This is an optimization exercise on Yosys and OpenROAD, whose aim is small area and a short achievable clock period, not a production implementation.
Where RTL was checked, it was by simulation tests only, not by an equivalence proof against the original.

Design Multiplier, start of the top module:
module Multiplier(
  input         clock,
                reset,
                io_in_valid,
  input  [31:0] io_a,
                io_b,
  input  [1:0]  io_op,
  output [31:0] io_res,
  output        io_res_valid
);
  reg valid_1;
  reg valid_2;
  always @(posedge clock) begin
    if (reset) begin
      valid_1 <= 1'h0;
      valid_2 <= 1'h0;
    end
    else begin
      valid_1 <= io_in_valid;
      valid_2 <= valid_1;
    end
  end
  MulCore mulcore_inst (
    .clock  (clock),
    .io_a   (io_a),
    .io_b   (io_b),
    .io_op  (io_op),
    .io_res (io_res)
  );
  assign io_res_valid = valid_2;
endmodule
clock: 5.6 ns
lec_check: 0
abc_area: 1
cap_margin: 20
core_margin: 2
core_utilization: 40
setup_slack_margin: 2.4
slew_margin: 20
standard.sh (not shown) runs the stock make flow with config.mk's settings and CLKGATE_MAP_FILE= SYNTH_SCRIPT=/design/flow/synth_recipe.tcl, a recipe that flattens the netlist after the stock synthesis.
==> flow/flow/run.sh <==
#!/bin/bash
# Own layout flow: the standard flow (standard.sh), with one extra step
# between synthesis and floorplan: flow/polfix.py removes the needless
# inverters that Yosys's full-adder extraction leaves around full-adder cells
# (a full adder is self-dual, so each may be built in either polarity).
# Registers, ports and all other cells are kept as synthesis made them.
# Each tool's output goes to a log file of its own in the work folder.
set -euo pipefail
cd "$(dirname "$0")/.."
R=orfs/results/${FLOW_PLATFORM:-sky130hd}/Multiplier/base
# Port buffers: buf_4 instead of the delay cell buffer_ports picks by default
# (every port still gets its own buffer).
PORTBUF="BUFFER_PORTS_ARGS=-buffer_cell sky130_fd_sc_hd__buf_4"
bash standard.sh "$PORTBUF" synth > flow_synth.log 2>&1
cp "$R/1_2_yosys.v" 1_2_yosys.std.v
python3 flow/polfix.py 1_2_yosys.std.v 1_2_yosys.pol.v > flow_polfix.log 2>&1
cp 1_2_yosys.pol.v "$R/1_2_yosys.v"
rm -f "$R/1_synth.odb" "$R/1_synth.sdc"
bash standard.sh "$PORTBUF" finish > flow_finish.log 2>&1
Other scripts of this flow, unchanged in this note and not shown: flow/flow/polfix.py
==> next run, changes <==
SETUP_SLACK_MARGIN = 2.0   (was 2.4)
Outcome: The changed run completed without violations. Non-clock buffer count fell by 47. Cell count fell by 0.82%. Die area stays the same.


Multiplier, a different RTL version from the one above (not shown whole).
For scale: ~320 flip-flops, about 0.041 sq mm of cells after synthesis.
Settings: LEC_CHECK=0, CAP_MARGIN=20, CORE_MARGIN=2, CORE_UTILIZATION=40, SETUP_SLACK_MARGIN=2.4, SLEW_MARGIN=20; clock period 5.6 ns.
run.sh (not shown) runs the stock make flow with config.mk's settings and CLKGATE_MAP_FILE= SYNTH_SCRIPT=/design/flow/synth_recipe.tcl, a recipe that flattens the netlist after the stock synthesis.
Stock flow here: none of the scripts above is used.
Then changed:
--- a/flow/config.mk
+++ b/flow/config.mk
@@ -11 +10,0 @@
-export SETUP_SLACK_MARGIN = 2.4
The new run completed with no timing, DRC or antenna violations; worst hold slack loses 0.0041 ns; cell count falls by 5.2%; maximum frequency falls by 18%; worst setup slack loses 0.94 ns; wire length falls by 14%; cell area falls by 18%; non-clock buffer count falls by 328; synthesized area is unchanged; core utilization falls by 9.6 points; sequential share of layout area rises by 2.6 points.
Function was not checked in any run of this note: the RTL went through the layout flow alone.


== run 1 ==
Another version of the RTL of Multiplier (not shown whole).
Size in the first run: about 3300 cells after synthesis, roughly 100 I/O pins, roughly 32000 um^2 of cells after synthesis.
clock: 5.6 ns
lec_check: 0
abc_area: 1
cap_margin: 20
core_margin: 2
core_utilization: 40
setup_slack_margin: 1.9
slew_margin: 20
standard.sh (not shown) runs the stock make flow with config.mk's settings and CLKGATE_MAP_FILE= SYNTH_SCRIPT=/design/flow/synth_recipe.tcl, a recipe that flattens the netlist after the stock synthesis.
Scripts as last shown in full above: flow/flow/run.sh
Other scripts of this flow, unchanged in this note and not shown: flow/flow/polfix.py
No stage failed in run 1, and the final checks on the layout all came back clean.
diff inputs: run 1 => run 2
- clearing ABC_AREA, which used to be 1
- swapping 1.9 for 2.0 in SETUP_SLACK_MARGIN
Results
- Run 2 | status: complete | timing, DRC, antenna: pass
- Per the comparison of run 2 with run 1, end-of-flow core utilization rose by 2.1 points, final instance count without filler cells rose by 16%, met1 layer usage reported by global route rose by 5.6 points, share of cell area taken by flip-flops and latches fell by 3.5 points.
- Run 2: cell area after layout about 20% above run 1
Inputs modified between run 2 and run 3:
- an added ABC_AREA of 1
- an added CTS_BUF_LIST of sky130_fd_sc_hd__clkbuf_4 sky130_fd_sc_hd__clkbuf_8
==> comparison <==
Compared with run 2, run 3 shows synthesized instance count lower by 673.
Looking at synthesized area, run 3 sits below run 2.
Between run 2 and run 3, the flow reports die area decreasing by more than 10%.
Higher inverter count goes to run 2 over run 3.
Here is what was changed in the inputs of run 4 compared with run 3.
- swapping 20 for 5 in SLEW_MARGIN
- clearing CTS_BUF_LIST, which used to be sky130_fd_sc_hd__clkbuf_4 sky130_fd_sc_hd__clkbuf_8
- swapping 20 for 5 in CAP_MARGIN
### Flow results
Run 4 reached the end of the flow, and the finished layout is clean on the timing, DRC and antenna checks.
On sequential share of layout area, run 3 and run 4 are neck and neck.
Sort run 3 and run 4 by depth of the CTS H-tree, descending, and run 3 comes first.
Run 4 against run 3; via count of the first global-routing pass is down slightly.
From run 3 to run 4, flip-flop and latch count did not move at all.
Setup slack (lower): run 4
Inputs modified between run 4 and run 5:
- SETUP_SLACK_MARGIN: 2.0 -> 2.2
- CAP_MARGIN: 5 -> 20
- SLEW_MARGIN: 5 -> 20
Results
- Cmp run 5 vs run 4: total number of vias higher in run 5
- When the final numbers for run 5 and run 4 were put side by side, the met1 track demand over resource in global routing turned out to be greater in run 5.
- Of the two candidates, run 4 has the better wire length after detailed routing and run 5 the worse one.


Starting RTL as in the previous note.
clock: 5.6 ns
lec_check: 0
abc_area: 1
cap_margin: 20
core_margin: 2
core_utilization: 40
setup_slack_margin: 2.0
slew_margin: 20
Scripts as last shown in full above: flow/flow/run.sh
Other scripts of this flow, unchanged in this note and not shown: flow/flow/polfix.py
Change:
--- a/flow/config.mk
+++ b/flow/config.mk
@@ -9,5 +9,6 @@
 export CAP_MARGIN = 20
 export CORE_MARGIN = 2
-export CORE_UTILIZATION = 40
-export SETUP_SLACK_MARGIN = 2.0
+export CORE_UTILIZATION = 50
+export PLACE_DENSITY = 0.75
+export SETUP_SLACK_MARGIN = 2.2
 export SLEW_MARGIN = 20
What happened: The changed run finished clean; final area is higher by about 3%; routed wire length is lower by about 1.7%; worst setup slack got worse by 0.13 ns; clock-buffer cell count decreases by 4; clock skew is about the same.
Change:
--- a/flow/config.mk
+++ b/flow/config.mk
@@ -9,6 +9,5 @@
 export CAP_MARGIN = 20
 export CORE_MARGIN = 2
-export CORE_UTILIZATION = 50
-export PLACE_DENSITY = 0.75
-export SETUP_SLACK_MARGIN = 2.2
+export CORE_UTILIZATION = 40
+export SETUP_SLACK_MARGIN = 2.1
 export SLEW_MARGIN = 20
What happened: Register-to-register slack hardly moves; final cell count increases by 5.3%; clock-buffer cell count is higher by 4; wire length came out higher by 2.5%; setup slack improves by 0.0078 ns; hold slack hardly moves; utilization falls by 12 points; area after synthesis stays the same.
Change:
--- a/flow/config.mk
+++ b/flow/config.mk
@@ -10,4 +10,4 @@
 export CORE_MARGIN = 2
 export CORE_UTILIZATION = 40
-export SETUP_SLACK_MARGIN = 2.1
+export SETUP_SLACK_MARGIN = 1.8
 export SLEW_MARGIN = 20
Result: Die area does not change. Clock skew went up by 0.0073 ns. Cell area goes down by 3.1%. Maximum frequency goes down by about 3.5%. Non-clock buffer count went down by 43. Worst hold slack improves by 0.0041 ns.

-- separate check: timing with driven ports --
The results above use ideal ports. As a check the final layouts listed here were re-extracted and re-timed, cells and wires unchanged.
Step 1: set_driving_cell puts a clkbuf_16 on clock and a buf_2 on each other input, an assumption about the parent block.
Step 2 moves the port delays by t, midway between the first and last clock arrival at a register: inputs arrive t later, outputs are due t later. That takes back most of the time a late clock gives input paths.
Three values: no drivers, after step 1, after step 2; two values: the first two.
run | t (ns) | setup WS [ns] | worst slew at a driven data input, ns
the first run of note 1 | 0.631 | 2.135 / 2.135 / 1.755 | 0.17
the second run of note 1 | 0.635 | 2.035 / 2.074 / 1.439 | 0.05
the first run of note 2 | 0.670 | 1.332 / 1.258 / 1.376 | 0.35
the second run of note 2 | 0.645 | 0.394 / 0.325 / 0.630 | 0.20
run 1 | 0.637 | 1.859 / 1.859 / 1.279 | 0.11
run 2 | 0.659 | 1.733 / 1.733 / 1.353 | 0.09
run 3 | 0.694 | 2.021 / 2.021 / 1.381 | 0.09
run 4 | 0.653 | 1.928 / 1.928 / 1.346 | 0.09
run 5 | 0.643 | 2.066 / 2.066 / 1.601 | 0.18
the first run of note 4 | 0.637 | 2.028 / 2.028 / 1.413 | 0.09
the second run of note 4 | 0.627 | 1.897 / 1.897 / 1.581 | 0.09
the third run of note 4 | 0.652 | 1.905 / 1.905 / 1.580 | 0.11
the fourth run of note 4 | 0.643 | 1.770 / 1.770 / 1.205 | 0.11
After both steps every run listed still meets setup and hold. For run 3, which loses most, drivers alone change the setup slack by 0.000 ns; drivers and shift together by -0.640 ns.
